What follows belongs to an exercise in optimizing a design on an open flow for small area, a short achievable clock period and few clock cycles per item; a production flow would make more cautious choices.
RTL that was checked went through simulation tests only; none was proved equivalent to the original.
The RTL of runs 1 to 6 was laid out without a check of its function.

File: design.v
module cordic_multiply #(
    parameter WL = 16,
    parameter FL = 14,
    parameter N_ITER = 15
)(
    input  wire                 clk,
    input  wire                 rst_n,
    input  wire                 start,
    input  wire signed [WL-1:0] in1,
    input  wire signed [WL-1:0] in2,
    output wire signed [WL-1:0] out,
    output reg                  done
);
    reg  [16:0] ya_r, yb_r;
    wire p1 = ~(in1[0]);
    wire p2 = ~(in1[1]);
    wire p3 = ~(in1[2]);
    wire p4 = ~(in1[3]);
    wire p5 = ~(in1[4]);
    wire p6 = ~(in1[5]);
    wire p7 = ~(in1[6]);
    wire p8 = ~(in1[7]);
    wire p9 = ~(in1[8]);
    wire p10 = ~(in1[9]);
    wire p11 = ~(in1[10]);
    wire p12 = ~(in1[11]);
    wire p13 = ~(in1[12]);
    wire p14 = ~(in1[13]);
    wire p15 = ~(in1[14]);
    wire p16 = ~(~(in1[15]));
    wire p17 = ~(in2[15] & ~in1[0]);
    wire p18 = ~(in2[15]);
    wire p19 = ~(in2[14] & in1[1]);
    wire p20 = ~(in2[13] & in1[2]);
    wire p21 = ~(in2[12] & in1[3]);
    wire p22 = ~(in2[11] & in1[4]);
    wire p23 = ~(in2[10] & in1[5]);
    wire p24 = ~(in2[9] & in1[6]);
    wire p25 = ~(in2[8] & in1[7]);
    wire p26 = ~(in2[7] & in1[8]);
    wire p27 = ~(in2[6] & in1[9]);
    wire p28 = ~(in2[5] & in1[10]);
    wire p29 = ~(in2[4] & in1[11]);
    wire p30 = ~(in2[3] & in1[12]);
    wire p31 = ~(in2[2] & in1[13]);
    wire p32 = ~(~(in2[1] & in1[14]));
    wire p33 = ~(in2[15] & ~in1[1]);
    wire p34 = ~(in2[14] & in1[2]);
    wire p35 = ~(in2[13] & in1[3]);
    wire p36 = ~(in2[12] & in1[4]);
    wire p37 = ~(in2[11] & in1[5]);
    wire p38 = ~(in2[10] & in1[6]);
    wire p39 = ~(in2[9] & in1[7]);
    wire p40 = ~(in2[8] & in1[8]);
    wire p41 = ~(in2[7] & in1[9]);
    wire p42 = ~(in2[6] & in1[10]);
    wire p43 = ~(in2[5] & in1[11]);
    wire p44 = ~(in2[4] & in1[12]);
    wire p45 = ~(in2[3] & in1[13]);
    wire p46 = ~(in2[2] & in1[14]);
    wire p47 = ~(~(in2[1] & in1[15]));
    wire p48 = ~(in2[1] & in1[14]);
    wire p49 = ~(in2[15] & ~in1[2]);
    wire p50 = ~(in2[14] & in1[3]);
    wire p51 = ~(in2[13] & in1[4]);
    wire p52 = ~(in2[12] & in1[5]);
    wire p53 = ~(in2[11] & in1[6]);
    wire p54 = ~(in2[10] & in1[7]);
    wire p55 = ~(in2[9] & in1[8]);
    wire p56 = ~(in2[8] & in1[9]);
    wire p57 = ~(in2[7] & in1[10]);
    wire p58 = ~(in2[6] & in1[11]);
    wire p59 = ~(in2[5] & in1[12]);
    wire p60 = ~(in2[4] & in1[13]);
    wire p61 = ~(in2[3] & in1[14]);
    wire p62 = ~(~(in2[2] & in1[15]));
    wire p63 = ~(in2[15] & ~in1[3]);
    wire p64 = ~(in2[14] & in1[4]);
    wire p65 = ~(in2[13] & in1[5]);
    wire p66 = ~(in2[12] & in1[6]);
    wire p67 = ~(in2[11] & in1[7]);
    wire p68 = ~(in2[10] & in1[8]);
    wire p69 = ~(in2[9] & in1[9]);
    wire p70 = ~(in2[8] & in1[10]);
    wire p71 = ~(in2[7] & in1[11]);
    wire p72 = ~(in2[6] & in1[12]);
    wire p73 = ~(in2[5] & in1[13]);
    wire p74 = ~(in2[4] & in1[14]);
    wire p75 = ~(~(in2[3] & in1[15]));
    wire p76 = ~(in2[15] & ~in1[4]);
    wire p77 = ~(in2[14] & in1[5]);
    wire p78 = ~(in2[13] & in1[6]);
    wire p79 = ~(in2[12] & in1[7]);
    wire p80 = ~(in2[11] & in1[8]);
    wire p81 = ~(in2[10] & in1[9]);
    wire p82 = ~(in2[9] & in1[10]);
    wire p83 = ~(in2[8] & in1[11]);
    wire p84 = ~(in2[7] & in1[12]);
    wire p85 = ~(in2[6] & in1[13]);
    wire p86 = ~(in2[5] & in1[14]);
    wire p87 = ~(~(in2[4] & in1[15]));
    wire p88 = ~(in2[15] & ~in1[5]);
    wire p89 = ~(in2[14] & in1[6]);
    wire p90 = ~(in2[13] & in1[7]);
    wire p91 = ~(in2[12] & in1[8]);
    wire p92 = ~(in2[11] & in1[9]);
    wire p93 = ~(in2[10] & in1[10]);
    wire p94 = ~(in2[9] & in1[11]);
    wire p95 = ~(in2[8] & in1[12]);
    wire p96 = ~(in2[7] & in1[13]);
    wire p97 = ~(in2[6] & in1[14]);
    wire p98 = ~(~(in2[5] & in1[15]));
    wire p99 = ~(in2[15] & ~in1[6]);
    wire p100 = ~(in2[14] & in1[7]);
    wire p101 = ~(in2[13] & in1[8]);
    wire p102 = ~(in2[12] & in1[9]);
    wire p103 = ~(in2[11] & in1[10]);
    wire p104 = ~(in2[10] & in1[11]);
    wire p105 = ~(in2[9] & in1[12]);
    wire p106 = ~(in2[8] & in1[13]);
    wire p107 = ~(in2[7] & in1[14]);
    wire p108 = ~(~(in2[6] & in1[15]));
    wire p109 = ~(in2[15] & ~in1[7]);
    wire p110 = ~(in2[14] & in1[8]);
    wire p111 = ~(in2[13] & in1[9]);
    wire p112 = ~(in2[12] & in1[10]);
    wire p113 = ~(in2[11] & in1[11]);
    wire p114 = ~(in2[10] & in1[12]);
    wire p115 = ~(in2[9] & in1[13]);
    wire p116 = ~(in2[8] & in1[14]);
    wire p117 = ~(~(in2[7] & in1[15]));
    wire p118 = ~(in2[15] & ~in1[8]);
    wire p119 = ~(in2[14] & in1[9]);
    wire p120 = ~(in2[13] & in1[10]);
    wire p121 = ~(in2[12] & in1[11]);
    wire p122 = ~(in2[11] & in1[12]);
    wire p123 = ~(in2[10] & in1[13]);
    wire p124 = ~(in2[9] & in1[14]);
    wire p125 = ~(~(in2[8] & in1[15]));
    wire p126 = ~(in2[15] & ~in1[9]);
    wire p127 = ~(in2[14] & in1[10]);
    wire p128 = ~(in2[13] & in1[11]);
    wire p129 = ~(in2[12] & in1[12]);
    wire p130 = ~(in2[11] & in1[13]);
    wire p131 = ~(in2[10] & in1[14]);
    wire p132 = ~(~(in2[9] & in1[15]));
    wire p133 = ~(in2[15] & ~in1[10]);
    wire p134 = ~(in2[14] & in1[11]);
    wire p135 = ~(in2[13] & in1[12]);
    wire p136 = ~(in2[12] & in1[13]);
    wire p137 = ~(in2[11] & in1[14]);
    wire p138 = ~(~(in2[10] & in1[15]));
    wire p139 = ~(in2[15] & ~in1[11]);
    wire p140 = ~(in2[14] & in1[12]);
    wire p141 = ~(in2[13] & in1[13]);
    wire p142 = ~(in2[12] & in1[14]);
    wire p143 = ~(~(in2[11] & in1[15]));
    wire p144 = ~(in2[15] & ~in1[12]);
    wire p145 = ~(in2[14] & in1[13]);
    wire p146 = ~(in2[13] & in1[14]);
    wire p147 = ~(~(in2[12] & in1[15]));
    wire p148 = ~(in2[15] & ~in1[13]);
    wire p149 = ~(in2[14] & in1[14]);
    wire p150 = ~(~(in2[13] & in1[15]));
    wire p151 = ~(in2[15] & ~in1[14]);
    wire p152 = ~(~(in2[14] & in1[15]));
    wire p153 = ~(in2[15] & ~in1[15]);
    wire p154 = ~(1'b1);
    wire s155, c156;
    cm_fa us155 (.a(p1), .b(p2), .ci(p3), .s(s155), .co(c156));
    wire s157, c158;
    cm_fa us157 (.a(p16), .b(p17), .ci(p18), .s(s157), .co(c158));
    wire s159, c160;
    cm_fa us159 (.a(p19), .b(p20), .ci(p21), .s(s159), .co(c160));
    wire s161, c162;
    cm_fa us161 (.a(p22), .b(p23), .ci(p24), .s(s161), .co(c162));
    wire s163, c164;
    cm_fa us163 (.a(p33), .b(p34), .ci(p35), .s(s163), .co(c164));
    wire s165, c166;
    cm_fa us165 (.a(p36), .b(p37), .ci(p38), .s(s165), .co(c166));
    wire s167, c168;
    cm_fa us167 (.a(p39), .b(p40), .ci(p41), .s(s167), .co(c168));
    wire s169, c170;
    cm_fa us169 (.a(p49), .b(p50), .ci(p51), .s(s169), .co(c170));
    wire s171, c172;
    cm_fa us171 (.a(p52), .b(p53), .ci(p54), .s(s171), .co(c172));
    wire s173, c174;
    cm_fa us173 (.a(p63), .b(p64), .ci(p65), .s(s173), .co(c174));
    wire s175, c176;
    cm_fa us175 (.a(p4), .b(p5), .ci(p6), .s(s175), .co(c176));
    wire s177, c178;
    cm_fa us177 (.a(p7), .b(p8), .ci(p9), .s(s177), .co(c178));
    wire s179, c180;
    cm_fa us179 (.a(p25), .b(p26), .ci(p27), .s(s179), .co(c180));
    wire s181, c182;
    cm_fa us181 (.a(p28), .b(p29), .ci(p30), .s(s181), .co(c182));
    wire s183, c184;
    cm_fa us183 (.a(p31), .b(p32), .ci(c156), .s(s183), .co(c184));
    wire s185, c186;
    cm_fa us185 (.a(p42), .b(p43), .ci(p44), .s(s185), .co(c186));
    wire s187, c188;
    cm_fa us187 (.a(p45), .b(p46), .ci(p47), .s(s187), .co(c188));
    wire s189, c190;
    cm_fa us189 (.a(p48), .b(s163), .ci(s165), .s(s189), .co(c190));
    wire s191, c192;
    cm_fa us191 (.a(s167), .b(c158), .ci(c160), .s(s191), .co(c192));
    wire s193, c194;
    cm_fa us193 (.a(p55), .b(p56), .ci(p57), .s(s193), .co(c194));
    wire s195, c196;
    cm_fa us195 (.a(p58), .b(p59), .ci(p60), .s(s195), .co(c196));
    wire s197, c198;
    cm_fa us197 (.a(p61), .b(p62), .ci(s169), .s(s197), .co(c198));
    wire s199, c200;
    cm_fa us199 (.a(s171), .b(c164), .ci(c166), .s(s199), .co(c200));
    wire s201, c202;
    cm_fa us201 (.a(p66), .b(p67), .ci(p68), .s(s201), .co(c202));
    wire s203, c204;
    cm_fa us203 (.a(p69), .b(p70), .ci(p71), .s(s203), .co(c204));
    wire s205, c206;
    cm_fa us205 (.a(p72), .b(p73), .ci(p74), .s(s205), .co(c206));
    wire s207, c208;
    cm_fa us207 (.a(p75), .b(s173), .ci(c170), .s(s207), .co(c208));
    wire s209, c210;
    cm_fa us209 (.a(p76), .b(p77), .ci(p78), .s(s209), .co(c210));
    wire s211, c212;
    cm_fa us211 (.a(p79), .b(p80), .ci(p81), .s(s211), .co(c212));
    wire s213, c214;
    cm_fa us213 (.a(p82), .b(p83), .ci(p84), .s(s213), .co(c214));
    wire s215, c216;
    cm_fa us215 (.a(p85), .b(p86), .ci(p87), .s(s215), .co(c216));
    wire s217, c218;
    cm_fa us217 (.a(p88), .b(p89), .ci(p90), .s(s217), .co(c218));
    wire s219, c220;
    cm_fa us219 (.a(p91), .b(p92), .ci(p93), .s(s219), .co(c220));
    wire s221, c222;
    cm_fa us221 (.a(p94), .b(p95), .ci(p96), .s(s221), .co(c222));
    wire s223, c224;
    cm_fa us223 (.a(p99), .b(p100), .ci(p101), .s(s223), .co(c224));
    wire s225, c226;
    cm_fa us225 (.a(p102), .b(p103), .ci(p104), .s(s225), .co(c226));
    wire s227, c228;
    cm_fa us227 (.a(p109), .b(p110), .ci(p111), .s(s227), .co(c228));
    wire s229, c230;
    cm_fa us229 (.a(p10), .b(p11), .ci(p12), .s(s229), .co(c230));
    wire s231, c232;
    cm_fa us231 (.a(p13), .b(p14), .ci(p15), .s(s231), .co(c232));
    wire s233, c234;
    cm_fa us233 (.a(c176), .b(c178), .ci(s157), .s(s233), .co(c234));
    wire s235, c236;
    cm_fa us235 (.a(s159), .b(s161), .ci(s179), .s(s235), .co(c236));
    wire s237, c238;
    cm_fa us237 (.a(c162), .b(s185), .ci(s187), .s(s237), .co(c238));
    wire s239, c240;
    cm_fa us239 (.a(c180), .b(c182), .ci(c184), .s(s239), .co(c240));
    wire s241, c242;
    cm_fa us241 (.a(c168), .b(s193), .ci(s195), .s(s241), .co(c242));
    wire s243, c244;
    cm_fa us243 (.a(c186), .b(c188), .ci(s197), .s(s243), .co(c244));
    wire s245, c246;
    cm_fa us245 (.a(s199), .b(c190), .ci(c192), .s(s245), .co(c246));
    wire s247, c248;
    cm_fa us247 (.a(c172), .b(s201), .ci(s203), .s(s247), .co(c248));
    wire s249, c250;
    cm_fa us249 (.a(s205), .b(c194), .ci(c196), .s(s249), .co(c250));
    wire s251, c252;
    cm_fa us251 (.a(s207), .b(c198), .ci(c200), .s(s251), .co(c252));
    wire s253, c254;
    cm_fa us253 (.a(c174), .b(s209), .ci(s211), .s(s253), .co(c254));
    wire s255, c256;
    cm_fa us255 (.a(s213), .b(s215), .ci(c202), .s(s255), .co(c256));
    wire s257, c258;
    cm_fa us257 (.a(c204), .b(c206), .ci(c208), .s(s257), .co(c258));
    wire s259, c260;
    cm_fa us259 (.a(p97), .b(p98), .ci(s217), .s(s259), .co(c260));
    wire s261, c262;
    cm_fa us261 (.a(s219), .b(s221), .ci(c210), .s(s261), .co(c262));
    wire s263, c264;
    cm_fa us263 (.a(c212), .b(c214), .ci(c216), .s(s263), .co(c264));
    wire s265, c266;
    cm_fa us265 (.a(p105), .b(p106), .ci(p107), .s(s265), .co(c266));
    wire s267, c268;
    cm_fa us267 (.a(p108), .b(s223), .ci(s225), .s(s267), .co(c268));
    wire s269, c270;
    cm_fa us269 (.a(c218), .b(c220), .ci(c222), .s(s269), .co(c270));
    wire s271, c272;
    cm_fa us271 (.a(p112), .b(p113), .ci(p114), .s(s271), .co(c272));
    wire s273, c274;
    cm_fa us273 (.a(p115), .b(p116), .ci(p117), .s(s273), .co(c274));
    wire s275, c276;
    cm_fa us275 (.a(s227), .b(c224), .ci(c226), .s(s275), .co(c276));
    wire s277, c278;
    cm_fa us277 (.a(p118), .b(p119), .ci(p120), .s(s277), .co(c278));
    wire s279, c280;
    cm_fa us279 (.a(p121), .b(p122), .ci(p123), .s(s279), .co(c280));
    wire s281, c282;
    cm_fa us281 (.a(p124), .b(p125), .ci(c228), .s(s281), .co(c282));
    wire s283, c284;
    cm_fa us283 (.a(p126), .b(p127), .ci(p128), .s(s283), .co(c284));
    wire s285, c286;
    cm_fa us285 (.a(p129), .b(p130), .ci(p131), .s(s285), .co(c286));
    wire s287, c288;
    cm_fa us287 (.a(p133), .b(p134), .ci(p135), .s(s287), .co(c288));
    wire s289, c290;
    cm_fa us289 (.a(s155), .b(s175), .ci(s177), .s(s289), .co(c290));
    wire s291, c292;
    cm_fa us291 (.a(c230), .b(c232), .ci(s181), .s(s291), .co(c292));
    wire s293, c294;
    cm_fa us293 (.a(s183), .b(s233), .ci(s235), .s(s293), .co(c294));
    wire s295, c296;
    cm_fa us295 (.a(s189), .b(s191), .ci(s237), .s(s295), .co(c296));
    wire s297, c298;
    cm_fa us297 (.a(c234), .b(c236), .ci(s239), .s(s297), .co(c298));
    wire s299, c300;
    cm_fa us299 (.a(s241), .b(c238), .ci(c240), .s(s299), .co(c300));
    wire s301, c302;
    cm_han us301 (.a(s243), .b(s245), .s(s301), .co(c302));
    wire s303, c304;
    cm_fa us303 (.a(s247), .b(s249), .ci(c242), .s(s303), .co(c304));
    wire s305, c306;
    cm_fa us305 (.a(s251), .b(c244), .ci(c246), .s(s305), .co(c306));
    wire s307, c308;
    cm_fa us307 (.a(s253), .b(s255), .ci(c248), .s(s307), .co(c308));
    wire s309, c310;
    cm_fa us309 (.a(c250), .b(s257), .ci(c252), .s(s309), .co(c310));
    wire s311, c312;
    cm_fa us311 (.a(s259), .b(s261), .ci(s263), .s(s311), .co(c312));
    wire s313, c314;
    cm_fa us313 (.a(c254), .b(c256), .ci(c258), .s(s313), .co(c314));
    wire s315, c316;
    cm_fa us315 (.a(s265), .b(s267), .ci(s269), .s(s315), .co(c316));
    wire s317, c318;
    cm_fa us317 (.a(c260), .b(c262), .ci(c264), .s(s317), .co(c318));
    wire s319, c320;
    cm_fa us319 (.a(s271), .b(s273), .ci(c266), .s(s319), .co(c320));
    wire s321, c322;
    cm_fa us321 (.a(s275), .b(c268), .ci(c270), .s(s321), .co(c322));
    wire s323, c324;
    cm_fa us323 (.a(s277), .b(s279), .ci(c272), .s(s323), .co(c324));
    wire s325, c326;
    cm_fa us325 (.a(c274), .b(s281), .ci(c276), .s(s325), .co(c326));
    wire s327, c328;
    cm_fa us327 (.a(p132), .b(s283), .ci(s285), .s(s327), .co(c328));
    wire s329, c330;
    cm_fa us329 (.a(c278), .b(c280), .ci(c282), .s(s329), .co(c330));
    wire s331, c332;
    cm_fa us331 (.a(p136), .b(p137), .ci(p138), .s(s331), .co(c332));
    wire s333, c334;
    cm_fa us333 (.a(s287), .b(c284), .ci(c286), .s(s333), .co(c334));
    wire s335, c336;
    cm_fa us335 (.a(p139), .b(p140), .ci(p141), .s(s335), .co(c336));
    wire s337, c338;
    cm_fa us337 (.a(p142), .b(p143), .ci(c288), .s(s337), .co(c338));
    wire s339, c340;
    cm_fa us339 (.a(p144), .b(p145), .ci(p146), .s(s339), .co(c340));
    wire s341, c342;
    cm_fa us341 (.a(c292), .b(s295), .ci(c294), .s(s341), .co(c342));
    wire s343, c344;
    cm_fa us343 (.a(c296), .b(s299), .ci(c298), .s(s343), .co(c344));
    wire s345, c346;
    cm_fa us345 (.a(s303), .b(c300), .ci(c302), .s(s345), .co(c346));
    wire s347, c348;
    cm_fa us347 (.a(s307), .b(c304), .ci(s309), .s(s347), .co(c348));
    wire s349, c350;
    cm_fa us349 (.a(s311), .b(c308), .ci(s313), .s(s349), .co(c350));
    wire s351, c352;
    cm_fa us351 (.a(s315), .b(s317), .ci(c312), .s(s351), .co(c352));
    wire s353, c354;
    cm_fa us353 (.a(s319), .b(s321), .ci(c316), .s(s353), .co(c354));
    wire s355, c356;
    cm_fa us355 (.a(s323), .b(c320), .ci(s325), .s(s355), .co(c356));
    wire s357, c358;
    cm_fa us357 (.a(s327), .b(c324), .ci(s329), .s(s357), .co(c358));
    wire s359, c360;
    cm_fa us359 (.a(s331), .b(s333), .ci(c328), .s(s359), .co(c360));
    wire s361, c362;
    cm_fa us361 (.a(s335), .b(c332), .ci(s337), .s(s361), .co(c362));
    wire s363, c364;
    cm_fa us363 (.a(p147), .b(s339), .ci(c336), .s(s363), .co(c364));
    wire s365, c366;
    cm_fa us365 (.a(p148), .b(p149), .ci(p150), .s(s365), .co(c366));
    wire s367, c368;
    cm_fa us367 (.a(s229), .b(s231), .ci(s289), .s(s367), .co(c368));
    wire s369, c370;
    cm_fa us369 (.a(c290), .b(s291), .ci(s293), .s(s369), .co(c370));
    wire s371, c372;
    cm_han us371 (.a(s297), .b(s341), .s(s371), .co(c372));
    wire s373, c374;
    cm_fa us373 (.a(s301), .b(c342), .ci(s343), .s(s373), .co(c374));
    wire s375, c376;
    cm_fa us375 (.a(s305), .b(c344), .ci(s345), .s(s375), .co(c376));
    wire s377, c378;
    cm_fa us377 (.a(c306), .b(c346), .ci(s347), .s(s377), .co(c378));
    wire s379, c380;
    cm_fa us379 (.a(c310), .b(s349), .ci(c348), .s(s379), .co(c380));
    wire s381, c382;
    cm_fa us381 (.a(c314), .b(s351), .ci(c350), .s(s381), .co(c382));
    wire s383, c384;
    cm_fa us383 (.a(c318), .b(s353), .ci(c352), .s(s383), .co(c384));
    wire s385, c386;
    cm_fa us385 (.a(c322), .b(s355), .ci(c354), .s(s385), .co(c386));
    wire s387, c388;
    cm_fa us387 (.a(c326), .b(s357), .ci(c356), .s(s387), .co(c388));
    wire s389, c390;
    cm_fa us389 (.a(c330), .b(s359), .ci(c358), .s(s389), .co(c390));
    wire s391, c392;
    cm_fa us391 (.a(c334), .b(s361), .ci(c360), .s(s391), .co(c392));
    wire s393, c394;
    cm_fa us393 (.a(c338), .b(s363), .ci(c362), .s(s393), .co(c394));
    wire s395, c396;
    cm_fa us395 (.a(c340), .b(s365), .ci(c364), .s(s395), .co(c396));
    wire s397, c398;
    cm_fa us397 (.a(p151), .b(p152), .ci(c366), .s(s397), .co(c398));
    wire s399, c400;
    cm_han us399 (.a(p153), .b(p154), .s(s399), .co(c400));
    wire [16:0] ya = {s399, s397, s395, s393, s391, s389, s387, s385, s383, s381, s379, s377, s375, s373, s371, s369, s367};
    wire [16:0] yb = {c398, c396, c394, c392, c390, c388, c386, c384, c382, c380, c378, c376, c374, c372, c370, c368, 1'b1};
    always @(posedge clk) begin
        ya_r <= ya;
        yb_r <= yb;
    end
    wire [16:0] yn = ya_r + yb_r + 17'd1;
    assign out = ~yn[16:1];
    always @(posedge clk or negedge rst_n)
        if (!rst_n) done <= 1'b0;
        else        done <= start;
endmodule
module cm_han (
    input  wire a,
    input  wire b,
    output wire s,
    output wire co
);
    assign s  = ~(a ^ b);
    assign co = a | b;
endmodule
module cm_fa (
    input  wire a,
    input  wire b,
    input  wire ci,
    output wire s,
    output wire co
);
    assign s  = a ^ b ^ ci;
    assign co = (a & b) | (a & ci) | (b & ci);
endmodule
File: flow/run.sh
#!/bin/bash
# Layout flow: the standard flow (standard.sh, unchanged synthesis and
# steps), except that the port buffers are the platform's smallest buffer
# (buf_1) instead of the default pick; repair_design still resizes them where
# a load needs it.  The full output goes to standard.log in this folder.
set -euo pipefail
export BUFFER_PORTS_ARGS="-buffer_cell sky130_fd_sc_hd__buf_1"
bash standard.sh > standard.log 2>&1
File: standard.sh
#!/bin/bash
# synth_recipe.tcl (not shown) runs the flow's synth.tcl, then flattens the netlist and writes it again
# the make line also repeats each setting of config.mk as NAME=value (left out here)
make -C /OpenROAD-flow-scripts/flow DESIGN_CONFIG=/design/flow/config.mk WORK_HOME=/design/flow/orfs CLKGATE_MAP_FILE= SYNTH_SCRIPT=/design/flow/synth_recipe.tcl "${@:-finish}"
File: config.mk
export PLATFORM = sky130hd
export DESIGN_NAME = cordic_multiply
export DESIGN_NICKNAME = cordic_multiply
export VERILOG_FILES = /design/flow/design.v
export SDC_FILE = /design/flow/constraint.sdc
export NUM_CORES = 4
export LEC_CHECK = 0
export CAP_MARGIN = 20
export CORE_MARGIN = 2
export CORE_UTILIZATION = 40
export CTS_BUF_LIST = sky130_fd_sc_hd__clkbuf_4
export SLEW_MARGIN = 20
export SYNTH_HIERARCHICAL = 1
export SYNTH_MINIMUM_KEEP_SIZE = 0
File: constraint.sdc
create_clock -name core_clock -period 7.0 [get_ports {clk}]
set_input_delay 1.4000 -clock core_clock [delete_from_list [all_inputs] [get_ports {clk}]]
set_output_delay 1.4000 -clock core_clock [all_outputs]
set_load 0.01 [all_outputs]
==> impl_metrics.ini, run 1 <==
[floorplan]
rows = 39
die-area_um2 = 12500
ios = 52
start_util_pct = 40.9
die_w_um = 112
coreArea_um2 = 11400
die_h_um = 112

[synth]
netlist_area_um2 = 4650
synth_fp_nets = 622
yosys_warnings = 7
avgSynthCellArea_um2 = 10.4
synth_cells = 447

[place]
post-place-ws_ns = 1.77
dpl.hpwl_um = 8990
io_buffers = 50
gp_congestion = 0.849

[finish]
area_growth_pct = 7.89
num-fill-cells = 1119
fin_nets = 659
antennaDiodeCount = 0
drive_gt1_share_pct = 2.89

[grt]
antenna_found_initial = 0
grt_pass1_vias = 3607
grt_pass1_wl_um = 18300
grt_max_degree = 18
gr-total-overflow = 0
gr-usage-all-layers_pct = 18.6

[sta]
slew_headroom_pct = 42.2
whs_ns = 0.823
slew_viol_final = 0
fmax_mhz = 206
setup_tns_ns = 0
rsz0062_at_grt = no
finalHoldViolCount = 0
setup_ws_ns = 2.14
worst_pin_slew_ns = 0.867
finalCriticalPeriod_ns = 4.86
setup_violations = 0
fin_crit_sh_pct = 69.5

[detailed_routing]
wirelength_um = 10900
detail_route.first_pass.iterations = 4
via_per_inst = 5.10
ant_nets = 0
drc_errors = 0
vias = 3202
wire_per_inst_um = 17.4
drt_iter0_markers = 129

[critical_path]
startpoint = in2[14]
required_ns = 7.20
slowest_delay_ns = 0.59
startpoint_type = input port
worstPathArrival_ns = 5.06
crit_slowest_cell = fa_1
cp_cell_sequence = buf_1 -> nand2_1 -> fa_1 -> fa_1 -> fa_1 -> fa_1 -> fa_1 -> fa_1
worstSetupPathType = input port to flop
cp_max_fo = 15
critPathMostFrequentCell = fa_1
cp-end-kind = flop

[clock_network]
clk_pin_slew_ns = 0.09
cts_tree = yes
cts_buffers = 5
root_buffer = clkbuf_4
cts_sinks = 33
cts_buffer_depth = 2
cts_resized = 0
postCtsSetupBuffers = 0
cts-hold-fix-buffers = 0
htree_levels = 2

[outcome]
status = timing/DRC/antenna clean

[run]
cap_violations = 0

[hold_path]
hp-class = input port to asynchronous set/reset pin
[metrics by stage]
stage | area, µm² | std cells | util (%)
after CTS | 5010 | 628 | 44.1
final | 5010 | 628 | 44.1
after global routing | 5010 | 628 | 44.1
after detailed placement | 4930 | 620 | 43.4
after floorplan | 4650 | 447 | -
after global placement | 4930 | 620 | 43.4
[state kept, by name (all words and copies together) (netlist names)]
register and cells:
ya_r 16, yb_r 16, done 1
[critical path: cells and delay by family]
kind,cells,cell delay (ns)
adder cells (fa/ha/maj),6,2.92
buffers and inverters,1,0.57
AND/OR/NAND/NOR,1,0.16
[placed cells by master (no fill, tap or decap), drive strengths merged, types with 2 or more instances in the layout]
cell type / count
nor3: 2
o311a: 3
xor2: 5
inv: 35
ha: 19
a31oi: 2
clkbuf: 6
or4: 2
a21oi: 9
a221oi: 2
nor2: 6
o21ai: 4
xnor2: 5
a211oi: 2
nand3: 4
nand2b: 3
and2: 15
fa: 121
nand2: 128
buf: 51
o211ai: 2
dfxtp: 32
o21bai: 2
nor3b: 2
a21o: 5
and3: 2
o31ai: 2
[worst max-delay path by stage]
stage                                 end  slack (ns)  cells past startpoint
after global routing      ya_r[5]$_DFF_P_        2.02                      8
after global placement    ya_r[5]$_DFF_P_        1.82                      8
after detailed placement  ya_r[5]$_DFF_P_        1.77                      8
after CTS                 ya_r[5]$_DFF_P_        2.13                      8
final                     ya_r[5]$_DFF_P_        2.14                      8
after floorplan           ya_r[5]$_DFF_P_        2.36                      8
[layout make-up]
class	count	area [µm²]	share of cell area, %
Multi-Input combinational cell	358	3760	75.1
Sequential cell	33	666	13.3
Timing Repair Buffer	51	195	3.89
Tap cell	143	179	3.57
Inverter	35	131	2.62
Clock buffer	6	45.0	0.899
Clock inverter	2	33.8	0.674
[routing by layer]
metal | part of all wire (%) | vias up | global-route usage [%] | routed length (µm)
met5 | 0 | - | 0 | 0
met4 | 1.2 | 0 | 5.93 | 133
met3 | 6.7 | 8 | 1.20 | 728
met2 | 47 | 123 | 30.1 | 5170
met1 | 45 | 1615 | 27.2 | 4900
li1 | - | 1456 | - | -
==> run 2: changes to the inputs <==
--- a/config.mk
+++ b/config.mk
@@ -9,6 +9,7 @@
 export CORE_MARGIN = 2
 export CORE_UTILIZATION = 40
 export CTS_BUF_LIST = sky130_fd_sc_hd__clkbuf_4
+export SETUP_SLACK_MARGIN = 2.5
 export SLEW_MARGIN = 20
 export SYNTH_HIERARCHICAL = 1
 export SYNTH_MINIMUM_KEEP_SIZE = 0
==> impl_metrics.ini, run 2 <==
[detailed_routing]
drt_iter0_markers = 206
wire_per_inst_um = 17.6
wirelength_um = 11000
via_per_inst = 5.17
vias = 3244
drc_errors = 0
ant_nets = 0
detail_route.first_pass.iterations = 4

[clock_network]
root_buffer = clkbuf_4
cts_tree = yes
cts-hold-fix-buffers = 0
htree_levels = 2
cts_buffer_depth = 2
cts_sinks = 33
cts_buffers = 5
clk_pin_slew_ns = 0.09

[grt]
grt_max_degree = 18
grt_pass1_vias = 3606
gr-usage-all-layers_pct = 18.9
gr-total-overflow = 0
grt_pass1_wl_um = 18600
antenna_found_initial = 0

[synth]
netlist_area_um2 = 4650
synth_fp_nets = 622
yosys_warnings = 7
synth_cells = 447
avgSynthCellArea_um2 = 10.4

[finish]
drive_gt1_share_pct = 5.17
layout_commonest_cell = nand2_1
area_growth_pct = 8.30
num-fill-cells = 1112
biggestRegsByFlops = ya_r (16), yb_r (16), done (1)
fin_cells = 627
antennaDiodeCount = 0
final_cell_mix = nand2_1 (128), fa_1 (121), buf_1 (38)
fin_nets = 658
final_util_pct = 44.3

[outcome]
status = timing/DRC/antenna clean

[place]
place_inst = 619
gp_congestion = 0.849
dpl.hpwl_um = 9010
post-place-ws_ns = 1.76
io_buffers = 50

[sta]
slew_headroom_pct = 63.5
setup_violations = 0
rsz0062_at_grt = yes
fmax_mhz = 225
fin_crit_sh_pct = 63.5
setup_ws_ns = 2.55
setup_tns_ns = 0
slew_viol_final = 0
worst_pin_slew_ns = 0.548
finalHoldViolCount = 0
finalCriticalPeriod_ns = 4.45

[critical_path]
worstPathArrival_ns = 4.65
cp_max_fo = 5
cp-end-kind = flop
required_ns = 7.21
startpoint_type = input port
worstSetupPathType = input port to flop
cp_cell_sequence = buf_1 -> nand2_1 -> fa_1 -> fa_1 -> fa_1 -> fa_1 -> fa_1 -> fa_1
slowest_delay_ns = 0.54
crit_slowest_cell = fa_1
critPathMostFrequentCell = fa_1

[floorplan]
start_util_pct = 40.9
coreArea_um2 = 11400
die_h_um = 112
die_w_um = 112
die-area_um2 = 12500
ios = 52
rows = 39

[hold_path]
hp-class = input port to asynchronous set/reset pin

[run]
cap_violations = 0
run 2: changes by cell type in the layout (fill, tap and decap cells not counted):
cell and change:
clkbuf_4 +2, buf_1 -12, buf_2 +7, clkdlybuf4s15_2 +1, buf_4 -1, clkbuf_2 +2
run 2: routing by layer:
layer / track usage [%] / wire length, µm
met5: 0 / 0
met4: 5.27 / 138
met3: 2.67 / 669
met2: 30.6 / 5190
met1: 27.0 / 5020
run 2: per-stage QoR:
step / area [µm²] / hold slack [ns]
6_report: 5030 / 0.823
5_1_grt: 5030 / 0.798
3_5_place_dp: 4930 / 1.17
4_1_cts: 5020 / 0.809
2_1_floorplan: 4650 / 1.10
3_3_place_gp: 4930 / 1.16
run 2: repair_timing:
action | CTS | global route
buffers inserted | 0 | 0
hold endpoints to repair | 0 | 0
endpoints found under the setup margin | 10 | 6
gates cloned | 0 | 0
gates resized for setup | 11 | 4
run 2: area by class of cell:
| cell class | instances | area [µm²] | share of cell area (%) |
|---|---|---|---|
| clock inverters | 2 | 33.8 | 0.671 |
| flip-flops and latches | 33 | 666 | 13.2 |
| clock buffers | 6 | 45.0 | 0.895 |
| repair buffers | 50 | 214 | 4.25 |
| well taps | 143 | 179 | 3.56 |
| multi-input cells | 358 | 3760 | 74.8 |
| inverters | 35 | 131 | 2.61 |
run 2: how the worst max path moves through the flow:
| stage | startpoint | end | slack, ns | cells after the start |
|---|---|---|---|---|
| final | in1[4] | ya_r[5]$_DFF_P_ | 2.55 | 8 |
| after global routing | in1[4] | ya_r[5]$_DFF_P_ | 2.47 | 8 |
| after CTS | in2[15] | ya_r[5]$_DFF_P_ | 2.48 | 8 |
| after detailed placement | in2[15] | ya_r[5]$_DFF_P_ | 1.76 | 8 |
| after global placement | in2[15] | ya_r[5]$_DFF_P_ | 1.85 | 8 |
| after floorplan | in2[13] | ya_r[5]$_DFF_P_ | 2.47 | 8 |
run 2: critical path: cells and delay by family:
kind	cells	cell delay (ns)
adder cells (fa/ha/maj)	6	2.84
buffers and inverters	1	0.27
AND/OR/NAND/NOR	1	0.13
==> run 3: changes to the inputs <==
--- a/config.mk
+++ b/config.mk
@@ -7,9 +7,8 @@
 export LEC_CHECK = 0
 export CAP_MARGIN = 20
 export CORE_MARGIN = 2
-export CORE_UTILIZATION = 40
+export CORE_UTILIZATION = 65
 export CTS_BUF_LIST = sky130_fd_sc_hd__clkbuf_4
-export SETUP_SLACK_MARGIN = 2.5
 export SLEW_MARGIN = 20
 export SYNTH_HIERARCHICAL = 1
 export SYNTH_MINIMUM_KEEP_SIZE = 0
==> impl_metrics.ini, run 3 <==
[place]
gp_congestion = 0.911
post-place-ws_ns = 1.79
dpl.hpwl_um = 8230
io_buffers = 50
place_inst = 572

[finish]
seqCellArea_um2 = 666
biggestRegsByFlops = ya_r (16), yb_r (16), done (1)
final_util_pct = 72.0
antennaDiodeCount = 0
area_growth_pct = 6.46
multi_input_area_um2 = 3760
final_cell_mix = nand2_1 (128), fa_1 (121), buf_1 (50)
layout_commonest_cell = nand2_1
drive_gt1_share_pct = 2.69
fin_nets = 658
num-fill-cells = 550
fin_cells = 580

[grt]
antenna_found_initial = 0
grt_use_met2_pct = 49.8
grt_pass1_vias = 3461
grt_pass1_wl_um = 16800
met1_usage_pct = 40.3
grtUsageMet3_pct = 3.64
grt_max_degree = 18
grt.busiest_layer = met2
gr-usage-all-layers_pct = 29.3
gr-total-overflow = 0

[clock_network]
cts_buffer_depth = 2
cts_buffers = 5
htree_levels = 2
postCtsSetupBuffers = 0
cts_tree = yes
root_buffer = clkbuf_4
cts_resized = 0
cts_sinks = 33
cts-hold-fix-buffers = 0
clk_pin_slew_ns = 0.10

[critical_path]
worstPathArrival_ns = 5.08
slowest_delay_ns = 0.62
critPathMostFrequentCell = fa_1
cp_max_fo = 17
cp_cell_sequence = buf_1 -> nand2_1 -> fa_1 -> fa_1 -> fa_1 -> fa_1 -> fa_1 -> fa_1
required_ns = 7.19
cp-end-kind = flop
startpoint_type = input port
cp_num_buf_inv = 1
worstSetupPathType = input port to flop
crit_slowest_cell = fa_1
cpLargestDelayFamily = adder cells

[floorplan]
die_w_um = 88.5
rows = 30
die_h_um = 88.5
ios = 52
start_util_pct = 67.6
die-area_um2 = 7840
coreArea_um2 = 6870

[detailed_routing]
ant_nets = 0
via_per_inst = 5.57
drc_errors = 0
drt_iter0_markers = 131
wire_per_inst_um = 17.7
wirelength_um = 10300
vias = 3230
detail_route.first_pass.iterations = 4

[outcome]
status = timing/DRC/antenna clean

[synth]
synth_cells = 447
synth_fp_nets = 622
avgSynthCellArea_um2 = 10.4
yosys_warnings = 7
netlist_area_um2 = 4650

[sta]
rsz0062_at_grt = no
slew_headroom_pct = 43.9
finalHoldViolCount = 0
worst_pin_slew_ns = 0.841
slew_viol_final = 0
fmax_mhz = 204
setup_violations = 0
fin_crit_sh_pct = 69.9
finalCriticalPeriod_ns = 4.89
setup_ws_ns = 2.11
setup_tns_ns = 0

[hold_path]
hp-class = input port to asynchronous set/reset pin

[run]
cap_violations = 0
## run 3: cell count changes in the layout (fill, tap and decap cells not counted)
cell / change
buf_1: +12
clkbuf_4: -2
buf_2: -7
clkdlybuf4s15_2: -1
clkbuf_2: -2
## run 3: routing by layer
layer,vias up,wire length [µm],share of wire [%]
li1,1461,-,-
met1,1604,4300,42
met2,148,5050,49
met3,17,720,7.0
met4,0,213,2.1
met5,-,0,0
## run 3: stage by stage
stage	hold slack (ns)	instance area [µm²]
finish	0.814	4950
global placement	1.16	4870
floorplan	1.10	4650
detailed placement	1.17	4870
CTS	0.804	4950
global route	0.802	4950
## run 3: path summary, 6_finish.rpt
kind                       startpoint         endpoint  slack [ns]  depth (start not counted)
worst max-delay path          in2[15]  ya_r[5]$_DFF_P_        2.11                          8
worst min-delay path            rst_n   done$_DFF_PN0_        0.81                          1
max in group asynchronous       rst_n   done$_DFF_PN0_        6.09                          1
min in group core_clock         start   done$_DFF_PN0_        1.17                          1
## run 3: area by class of cell
type / count / share of cell area (%)
clock inverter: 2 / 0.683
timing repair buffer: 50 / 3.79
sequential: 33 / 13.5
tap: 96 / 2.43
inverter: 35 / 2.66
multi-input combinational: 358 / 76.1
clock buffer: 6 / 0.911
==> run 4: changes to the inputs <==
--- a/config.mk
+++ b/config.mk
@@ -7,8 +7,9 @@
 export LEC_CHECK = 0
 export CAP_MARGIN = 20
 export CORE_MARGIN = 2
-export CORE_UTILIZATION = 65
+export CORE_UTILIZATION = 40
 export CTS_BUF_LIST = sky130_fd_sc_hd__clkbuf_4
+export SETUP_SLACK_MARGIN = 4.0
 export SLEW_MARGIN = 20
 export SYNTH_HIERARCHICAL = 1
 export SYNTH_MINIMUM_KEEP_SIZE = 0
==> impl_metrics.ini, run 4 <==
[clock_network]
cts_tree = yes
clk_pin_slew_ns = 0.09
root_buffer = clkbuf_4
cts_buffer_depth = 2
cts_buffers = 5
cts_sinks = 33
htree_levels = 2
cts-hold-fix-buffers = 0

[sta]
rsz0062_at_grt = yes
fmax_mhz = 239
finalCriticalPeriod_ns = 4.19
setup_violations = 0
setup_ws_ns = 2.81
whs_ns = 0.827
setup_tns_ns = 0
finalHoldViolCount = 0
slew_viol_final = 0
fin_crit_sh_pct = 59.9

[finish]
biggestRegsByFlops = ya_r (16), yb_r (16), done (1)
layout_commonest_cell = nand2_1
fin_nets = 689
antennaDiodeCount = 0
area_growth_pct = 29.8
final_cell_mix = nand2_1 (102), fa_1 (66), fa_2 (55)
drive_gt1_share_pct = 40.8

[floorplan]
die-area_um2 = 12500
ios = 52
start_util_pct = 40.9
rows = 39
die_w_um = 112
die_h_um = 112
coreArea_um2 = 11400

[synth]
synth_cells = 447
synth_fp_nets = 622
avgSynthCellArea_um2 = 10.4
netlist_area_um2 = 4650
yosys_warnings = 7

[critical_path]
cp-end-kind = flop
crit_slowest_cell = fa_1
startpoint_type = input port
slowest_delay_ns = 0.60
cp_cell_sequence = buf_8 -> buf_6 -> inv_1 -> nand2_1 -> fa_2 -> fa_1 -> fa_2 -> fa_1 -> fa_1
worstSetupPathType = input port to flop
worstPathArrival_ns = 4.39
critPathMostFrequentCell = fa_1
required_ns = 7.20
cp_max_fo = 4

[detailed_routing]
ant_nets = 0
drt_iter0_markers = 212
wire_per_inst_um = 17.8
wirelength_um = 11700
vias = 3381
drc_errors = 0
detail_route.first_pass.iterations = 4
via_per_inst = 5.14

[grt]
gr-usage-all-layers_pct = 19.7
grt_pass1_wl_um = 19300
antenna_found_initial = 0
grt_pass1_vias = 3853
grt_max_degree = 18
gr-total-overflow = 0

[place]
io_buffers = 50
post-place-ws_ns = 1.85
dpl.hpwl_um = 9140
gp_congestion = 0.829

[hold_path]
hp-class = input port to asynchronous set/reset pin

[run]
cap_violations = 0

[outcome]
status = timing/DRC/antenna clean
==> run 4: final cells by class <==
cell class	instances	area [µm²]
tap	143	179
fill	1016	5340
multi-input combinational	358	4230
clock buffer	6	45.0
inverter	35	141
timing repair buffer	81	756
sequential	33	671
clock inverter	2	10.0
==> run 4: per-layer routing <==
metal,GRT usage (%),vias to the layer above,wire length [µm],part of all wire (%)
met4,6.01,0,209,1.8
met1,28.0,1730,5290,45
met3,2.01,16,525,4.5
met2,32.1,112,5700,49
li1,-,1523,-,-
met5,0,-,0,0
==> run 4: through the flow <==
stage	std cells	util [%]	cell area, µm²
6_report	658	53.1	6030
5_1_grt	658	53.1	6030
4_1_cts	650	50.8	5780
3_5_place_dp	620	45.2	5140
3_3_place_gp	620	45.2	5140
2_1_floorplan	447	-	5080
==> run 4: worst paths after layout <==
kind | from | to
max | in1[4] | ya_r[5]$_DFF_P_
min | rst_n | done$_DFF_PN0_
max in group asynchronous | rst_n | done$_DFF_PN0_
min in group core_clock | start | done$_DFF_PN0_
==> run 4: timing repair <==
action / CTS / global route
pin swaps: 40 / 39
setup endpoints to repair: 42 / 42
buffers inserted: 22 / 8
gates resized for setup: 156 / 55
==> run 4: critical path: cells and delay by family <==
kind / cells / cell delay, ns
buffers and inverters: 3 / 0.32
adders and majority gates: 5 / 2.57
and+or+nand+nor: 1 / 0.11
==> run 5: changes to the inputs <==
--- a/config.mk
+++ b/config.mk
@@ -9,7 +9,7 @@
 export CORE_MARGIN = 2
 export CORE_UTILIZATION = 40
 export CTS_BUF_LIST = sky130_fd_sc_hd__clkbuf_4
-export SETUP_SLACK_MARGIN = 4.0
+export SETUP_SLACK_MARGIN = 3.0
 export SLEW_MARGIN = 20
 export SYNTH_HIERARCHICAL = 1
 export SYNTH_MINIMUM_KEEP_SIZE = 0
==> impl_metrics.ini, run 5 <==
[finish]
layout_commonest_cell = nand2_1
biggestRegsByFlops = ya_r (16), yb_r (16), done (1)
fin_area_um2 = 5540
drive_gt1_share_pct = 22.7
final_cell_mix = nand2_1 (116), fa_1 (90), fa_2 (31)
area_growth_pct = 19.2
fin_nets = 676
num-fill-cells = 1075
antennaDiodeCount = 0
multi_input_area_um2 = 3950
seqCellArea_um2 = 668

[sta]
setup_violations = 0
fmax_mhz = 239
finalHoldViolCount = 0
rsz0062_at_grt = yes
setup_tns_ns = 0
slew_viol_final = 0
fin_crit_sh_pct = 59.7
finalCriticalPeriod_ns = 4.18

[detailed_routing]
wirelength_um = 11400
detail_route.first_pass.iterations = 4
wire_per_inst_um = 17.6
ant_nets = 0
via_per_inst = 5.07
vias = 3270
drt_iter0_markers = 222
drc_errors = 0

[critical_path]
startpoint_type = input port
required_ns = 7.20
worstPathArrival_ns = 4.38
worstSetupPathType = input port to flop
cp_max_fo = 3
startpoint = in1[3]
cp-end-kind = flop

[floorplan]
ios = 52
coreArea_um2 = 11400
rows = 39
die_h_um = 112
die_w_um = 112
die-area_um2 = 12500
start_util_pct = 40.9

[synth]
yosys_warnings = 7
netlist_area_um2 = 4650
avgSynthCellArea_um2 = 10.4
synth_cells = 447
synth_fp_nets = 622

[grt]
grt_pass1_wl_um = 18700
grt_pass1_vias = 3680
gr-total-overflow = 0
antenna_found_initial = 0
gr-usage-all-layers_pct = 19.3
grt_max_degree = 17

[clock_network]
cts_sinks = 33
cts_buffer_depth = 2
cts-hold-fix-buffers = 0
clk_pin_slew_ns = 0.09
cts_buffers = 5
htree_levels = 2
cts_tree = yes
root_buffer = clkbuf_4

[place]
place_area_um2 = 5000
gp_congestion = 0.862
io_buffers = 50
dpl.hpwl_um = 9200

[hold_path]
hp-class = input port to asynchronous set/reset pin

[outcome]
status = timing/DRC/antenna clean

[run]
cap_violations = 0
## run 5: cell type report
type | instances | area share [%]
clock inverters | 2 | 0.610
well taps | 143 | 3.23
inverters | 35 | 2.42
repair buffers | 68 | 9.62
clock buffers | 6 | 0.813
flip-flops and latches | 33 | 12.1
multi-input cells | 358 | 71.2
## run 5: path summary, 6_finish.rpt
| path | endpoint | slack, ns |
|---|---|---|
| min in group core_clock | done$_DFF_PN0_ | 1.17 |
| max in group asynchronous | done$_DFF_PN0_ | 6.08 |
| min | done$_DFF_PN0_ | 0.82 |
| max | ya_r[5]$_DFF_P_ | 2.82 |
## run 5: timing repair
item                                    in CTS  in global routing
endpoints found under the setup margin      23                 18
resized for setup                           96                 24
pin swaps                                   20                 16
buffers inserted                            14                  4
## run 5: metal layers
metal	wire length (µm)	GRT usage, %	vias to the layer above
li1	-	-	1490
met2	5660	31.9	102
met5	0	0	-
met4	167	6.17	0
met3	620	2.01	10
met1	4930	26.8	1668
## run 5: metrics by stage
step	hold WS [ns]	util, %	setup WS [ns]	instances
finish	0.825	48.7	2.82	645
global route	0.793	48.7	2.80	645
CTS	0.810	47.7	2.81	641
detailed placement	1.16	44.0	1.84	619
global placement	1.16	44.0	1.89	619
floorplan	1.10	-	2.64	447
## run 5: worst max-delay path, cell delays in order
cell and delay (ns):
buf_8 0.11, inv_4 0.04, nand2_2 0.04, fa_1 0.48
fa_2 0.37, fa_1 0.52, fa_1 0.44, fa_2 0.56
fa_2 0.43
==> run 6: changes to the inputs <==
--- a/flow/run.sh
+++ b/flow/run.sh
@@ -4,5 +4,5 @@
 # (buf_1) instead of the default pick; repair_design still resizes them where
 # a load needs it.  The full output goes to standard.log in this folder.
 set -euo pipefail
-export BUFFER_PORTS_ARGS="-buffer_cell sky130_fd_sc_hd__buf_1"
+export BUFFER_PORTS_ARGS="-buffer_cell sky130_fd_sc_hd__buf_2"
 bash standard.sh > standard.log 2>&1
--- a/config.mk
+++ b/config.mk
@@ -9,7 +9,6 @@
 export CORE_MARGIN = 2
 export CORE_UTILIZATION = 40
 export CTS_BUF_LIST = sky130_fd_sc_hd__clkbuf_4
-export SETUP_SLACK_MARGIN = 3.0
 export SLEW_MARGIN = 20
 export SYNTH_HIERARCHICAL = 1
 export SYNTH_MINIMUM_KEEP_SIZE = 0
==> impl_metrics.ini, run 6 <==
[detailed_routing]
vias = 3249
drc_errors = 0
detail_route.first_pass.iterations = 4
wirelength_um = 11200
ant_nets = 0
dr_wl_met2_um = 5300
drt_iter0_markers = 239
met3_length_um = 672
via_per_inst = 5.18
wire_per_inst_um = 17.8
dr.max_layer_used = met4
drt-met1-wl_um = 5030

[clock_network]
cts_resized = 0
cts_buffer_depth = 2
cts_tree = yes
clk_pin_slew_ns = 0.09
cts_buffers = 5
postCtsSetupBuffers = 0
htree_levels = 2
root_buffer = clkbuf_4
cts_sinks = 33
cts-hold-fix-buffers = 0

[critical_path]
crit_slowest_cell = fa_1
slowest_delay_ns = 0.59
required_ns = 7.21
startpoint_type = input port
cp_num_buf_inv = 1
critPathMostFrequentCell = fa_1
worstPathArrival_ns = 4.76
cp.depth = 8
cp_max_fo = 17
worstSetupPathType = input port to flop
cp-end-kind = flop
cp_cell_sequence = buf_2 -> nand2_1 -> fa_1 -> fa_1 -> fa_1 -> fa_1 -> fa_1 -> fa_1
cpLargestDelayFamily = adder cells

[floorplan]
rows = 39
coreArea_um2 = 11400
die_h_um = 112
start_util_pct = 40.9
die_w_um = 112
ios = 52
die-area_um2 = 12500

[sta]
setup_violations = 0
rsz0062_at_grt = no
setup_tns_ns = 0
slew_viol_final = 0
fmax_mhz = 220
finalCriticalPeriod_ns = 4.55
fin_crit_sh_pct = 65.1
finalHoldViolCount = 0

[finish]
drive_gt1_share_pct = 13.0
area_growth_pct = 9.08
fin_nets = 658
biggestRegsByFlops = ya_r (16), yb_r (16), done (1)
layout_commonest_cell = nand2_1
num-fill-cells = 1094
antennaDiodeCount = 0
fin_cells = 627
final_cell_mix = nand2_1 (128), fa_1 (121), buf_2 (50)

[synth]
netlist_area_um2 = 4650
synth_fp_nets = 622
synth_cells = 447
avgSynthCellArea_um2 = 10.4
yosys_warnings = 7

[outcome]
status = timing/DRC/antenna clean

[grt]
antenna_found_initial = 0
grt_pass1_wl_um = 18600
grt_max_degree = 18
gr-total-overflow = 0
gr-usage-all-layers_pct = 19.0
grt_pass1_vias = 3612

[place]
place_inst = 619
gp_congestion = 0.859
dpl.hpwl_um = 9080
io_buffers = 50

[hold_path]
hp-class = input port to asynchronous set/reset pin

[run]
cap_violations = 0
run 6: cell type report:
| cell class | count | area (µm²) | share of cell area [%] |
|---|---|---|---|
| flip-flops and latches | 33 | 666 | 13.1 |
| multi-input cells | 358 | 3760 | 74.2 |
| repair buffers | 50 | 250 | 4.94 |
| clock buffers | 6 | 45.0 | 0.889 |
| well taps | 143 | 179 | 3.53 |
| inverters | 35 | 131 | 2.59 |
| clock inverters | 2 | 33.8 | 0.667 |
run 6: worst max-delay path by stage:
stage	from	end	slack (ns)
6_report	in2[15]	ya_r[5]$_DFF_P_	2.45
5_1_grt	in2[15]	ya_r[5]$_DFF_P_	2.33
4_1_cts	in2[15]	ya_r[5]$_DFF_P_	2.45
3_5_place_dp	in2[15]	ya_r[5]$_DFF_P_	2.09
3_3_place_gp	in2[15]	ya_r[5]$_DFF_P_	2.13
2_1_floorplan	in2[14]	ya_r[5]$_DFF_P_	2.36
run 6: layer usage:
| layer | GRT usage, % | vias to the layer above |
|---|---|---|
| li1 | - | 1460 |
| met1 | 26.6 | 1651 |
| met2 | 30.9 | 123 |
| met3 | 3.10 | 15 |
| met4 | 5.27 | 0 |
| met5 | 0 | - |
run 6: through the flow:
step / worst slack, ns / instance area [µm²] / utilization, % / hold WS [ns]
4_1_cts: 2.45 / 5070 / 44.6 / 0.803
5_1_grt: 2.33 / 5070 / 44.6 / 0.792
6_report: 2.45 / 5070 / 44.6 / 0.824
3_5_place_dp: 2.09 / 4990 / 43.9 / 1.18
3_3_place_gp: 2.13 / 4990 / 43.9 / 1.17
2_1_floorplan: 2.36 / 4650 / - / 1.10
==> run 7: changes to the inputs <==
--- a/design.v
+++ b/design.v
@@ -8,10 +8,9 @@
     input  wire                 start,
     input  wire signed [WL-1:0] in1,
     input  wire signed [WL-1:0] in2,
-    output wire signed [WL-1:0] out,
+    output reg  signed [WL-1:0] out,
     output reg                  done
 );
-    reg  [16:0] ya_r, yb_r;
     wire p1 = ~(in1[0]);
     wire p2 = ~(in1[1]);
     wire p3 = ~(in1[2]);
@@ -414,12 +413,10 @@
     cm_han us399 (.a(p153), .b(p154), .s(s399), .co(c400));
     wire [16:0] ya = {s399, s397, s395, s393, s391, s389, s387, s385, s383, s381, s379, s377, s375, s373, s371, s369, s367};
     wire [16:0] yb = {c398, c396, c394, c392, c390, c388, c386, c384, c382, c380, c378, c376, c374, c372, c370, c368, 1'b1};
-    always @(posedge clk) begin
-        ya_r <= ya;
-        yb_r <= yb;
-    end
-    wire [16:0] yn = ya_r + yb_r + 17'd1;
-    assign out = ~yn[16:1];
+    wire [16:0] yn = ya + yb + 17'd1;
+    wire [16:0] y = ~yn;
+    always @(posedge clk)
+        out <= y[16:1];
     always @(posedge clk or negedge rst_n)
         if (!rst_n) done <= 1'b0;
         else        done <= start;
--- a/flow/run.sh
+++ b/flow/run.sh
@@ -4,5 +4,5 @@
 # (buf_1) instead of the default pick; repair_design still resizes them where
 # a load needs it.  The full output goes to standard.log in this folder.
 set -euo pipefail
-export BUFFER_PORTS_ARGS="-buffer_cell sky130_fd_sc_hd__buf_2"
+export BUFFER_PORTS_ARGS="-buffer_cell sky130_fd_sc_hd__buf_1"
 bash standard.sh > standard.log 2>&1
==> impl_metrics.ini, run 7 <==
[outcome]
status = timing/DRC/antenna clean

[critical_path]
critPathMostFrequentCell = fa_1
cp-end-kind = flop
slowest_delay_ns = 0.58
worstSetupPathType = input port to flop
cp_num_buf_inv = 1
cp_max_fo = 6
crit_slowest_cell = fa_1
required_ns = 7.22
cpLargestDelayFamily = adder cells
cp_cell_sequence = buf_1 -> nand2_1 -> fa_1 -> fa_1 -> fa_1 -> fa_1 -> fa_1 -> fa_1 -> ha_1 -> a21o_1 -> a221oi_2 -> o22ai_2 -> a221oi_2 -> xor2_1
worstPathArrival_ns = 6.38
startpoint_type = input port

[place]
gp_congestion = 0.849
post-place-ws_ns = 0.520
dpl.hpwl_um = 9030
place_area_um2 = 4690
io_buffers = 50

[detailed_routing]
wire_per_inst_um = 16.4
ant_nets = 0
wirelength_um = 10000
drt_iter0_markers = 144
vias = 3156
via_per_inst = 5.15
drc_errors = 0
detail_route.first_pass.iterations = 5

[finish]
antennaDiodeCount = 0
biggestRegsByFlops = out (16), done (1)
num-fill-cells = 1036
layout_commonest_cell = nand2_1
multi_input_area_um2 = 3760
final_cell_mix = nand2_1 (128), fa_1 (121), buf_1 (50)
seqCellArea_um2 = 345
area_growth_pct = 9.23
top_register = out
fin_nets = 653
final_util_pct = 45.4
largest_register_ffs = 16
fin_area_um2 = 4720
drive_gt1_share_pct = 4.82

[floorplan]
coreArea_um2 = 10400
die_h_um = 108
die-area_um2 = 11700
start_util_pct = 41.5
die_w_um = 108
rows = 37
ios = 52

[clock_network]
cts_buffers = 3
postCtsSetupBuffers = 0
clk_pin_slew_ns = 0.10
cts-hold-fix-buffers = 0
cts_resized = 0
cts_buffer_depth = 2
htree_levels = 1
cts_sinks = 17
root_buffer = clkbuf_4
cts_tree = yes

[sta]
setup_ws_ns = 0.845
fin_crit_sh_pct = 87.9
setup_violations = 0
finalCriticalPeriod_ns = 6.15
rsz0062_at_grt = no
fmax_mhz = 162
setup_tns_ns = 0
worst_pin_slew_ns = 0.602
finalHoldViolCount = 0
slew_headroom_pct = 59.9
slew_viol_final = 0

[grt]
gr-usage-all-layers_pct = 18.7
gr-total-overflow = 0
grt_max_degree = 13
antenna_found_initial = 0
grt_pass1_wl_um = 16700
grt_pass1_vias = 3373

[synth]
synth_fp_nets = 606
netlist_area_um2 = 4330
yosys_warnings = 7
synth_cells = 431
avgSynthCellArea_um2 = 10.0

[run]
cap_violations = 0

[hold_path]
hp-class = input port to asynchronous set/reset pin
run 7: changes by cell type in the layout (fill, tap and decap cells not counted):
cell / delta
clkinv_1: -1
buf_4: +13
clkbuf_4: -2
buf_2: -50
dfxtp_1: -16
bufinv_16: -1
buf_1: +50
run 7: final timing paths:
kind | from | end | slack, ns | depth (start not counted)
max in group asynchronous | rst_n | done$_DFF_PN0_ | 6.04 | 1
min | rst_n | done$_DFF_PN0_ | 0.86 | 1
min in group core_clock | start | done$_DFF_PN0_ | 1.21 | 1
max | in2[15] | out[14]$_DFF_P_ | 0.85 | 14
run 7: per-layer routing:
metal	vias up	wire [µm]	global-route usage [%]
li1	1430	-	-
met1	1636	4360	26.0
met2	76	4920	31.1
met3	14	527	2.95
met4	0	221	4.03
met5	-	0	0
run 7: through the flow:
| stage | cells | hold slack [ns] |
|---|---|---|
| finish | 613 | 0.863 |
| global route | 613 | 0.840 |
| global placement | 609 | 1.16 |
| detailed placement | 609 | 1.17 |
| CTS | 613 | 0.851 |
| floorplan | 431 | 1.10 |
run 7: layout make-up:
| cell class | count | area share [%] |
|---|---|---|
| multi-input cells | 358 | 79.6 |
| clock buffers | 4 | 0.636 |
| inverters | 35 | 2.78 |
| flip-flops and latches | 17 | 7.31 |
| repair buffers | 63 | 6.04 |
| well taps | 136 | 3.60 |
Testbench counts of run 7, summed over its fixed seeds: cycles 1,608, items 1,600.

-- afterwards: timing with drivers on the ports --
The flow's constraints put no driver on any port. The routed layouts listed below were extracted and timed again, unchanged, in two steps.
Step 1, drivers: a clkbuf_16 drives clk and a buf_2 each remaining input, both assumed.
Step 2, shift: input delay + t, output delay - t, t = (earliest + latest rising clock arrival at the registers) / 2. This alone moves slack from input paths to output paths.
Three values: no drivers, after step 1, after step 2; two values: the first two.
| run | t (ns) | setup slack, ns | hold WS [ns] | slew at the worst register clock pin (ns) |
|---|---|---|---|---|
| run 1 | 0.336 | 2.138 / 2.134 / 1.798 | 0.823 / 0.824 / 1.160 | 0.09 / 0.09 |
| run 2 | 0.340 | 2.552 / 2.544 / 2.204 | 0.823 / 0.822 / 1.162 | 0.09 / 0.09 |
| run 3 | 0.338 | 2.109 / 2.110 / 1.772 | 0.814 / 0.813 / 1.151 | 0.10 / 0.10 |
| run 4 | 0.333 | 2.808 / 2.744 / 2.411 | 0.827 / 0.830 / 1.162 | 0.09 / 0.09 |
| run 5 | 0.333 | 2.820 / 2.771 / 2.438 | 0.825 / 0.824 / 1.157 | 0.09 / 0.09 |
| run 6 | 0.352 | 2.446 / 2.413 / 2.061 | 0.824 / 0.820 / 1.172 | 0.09 / 0.09 |
| run 7 | 0.307 | 0.845 / 0.824 / 0.516 | 0.863 / 0.861 / 1.168 | 0.10 / 0.10 |
After both steps every run listed still meets setup and hold. The setup slack of run 4, which loses most, moves by -0.064 ns with the drivers and by -0.397 ns with both steps.
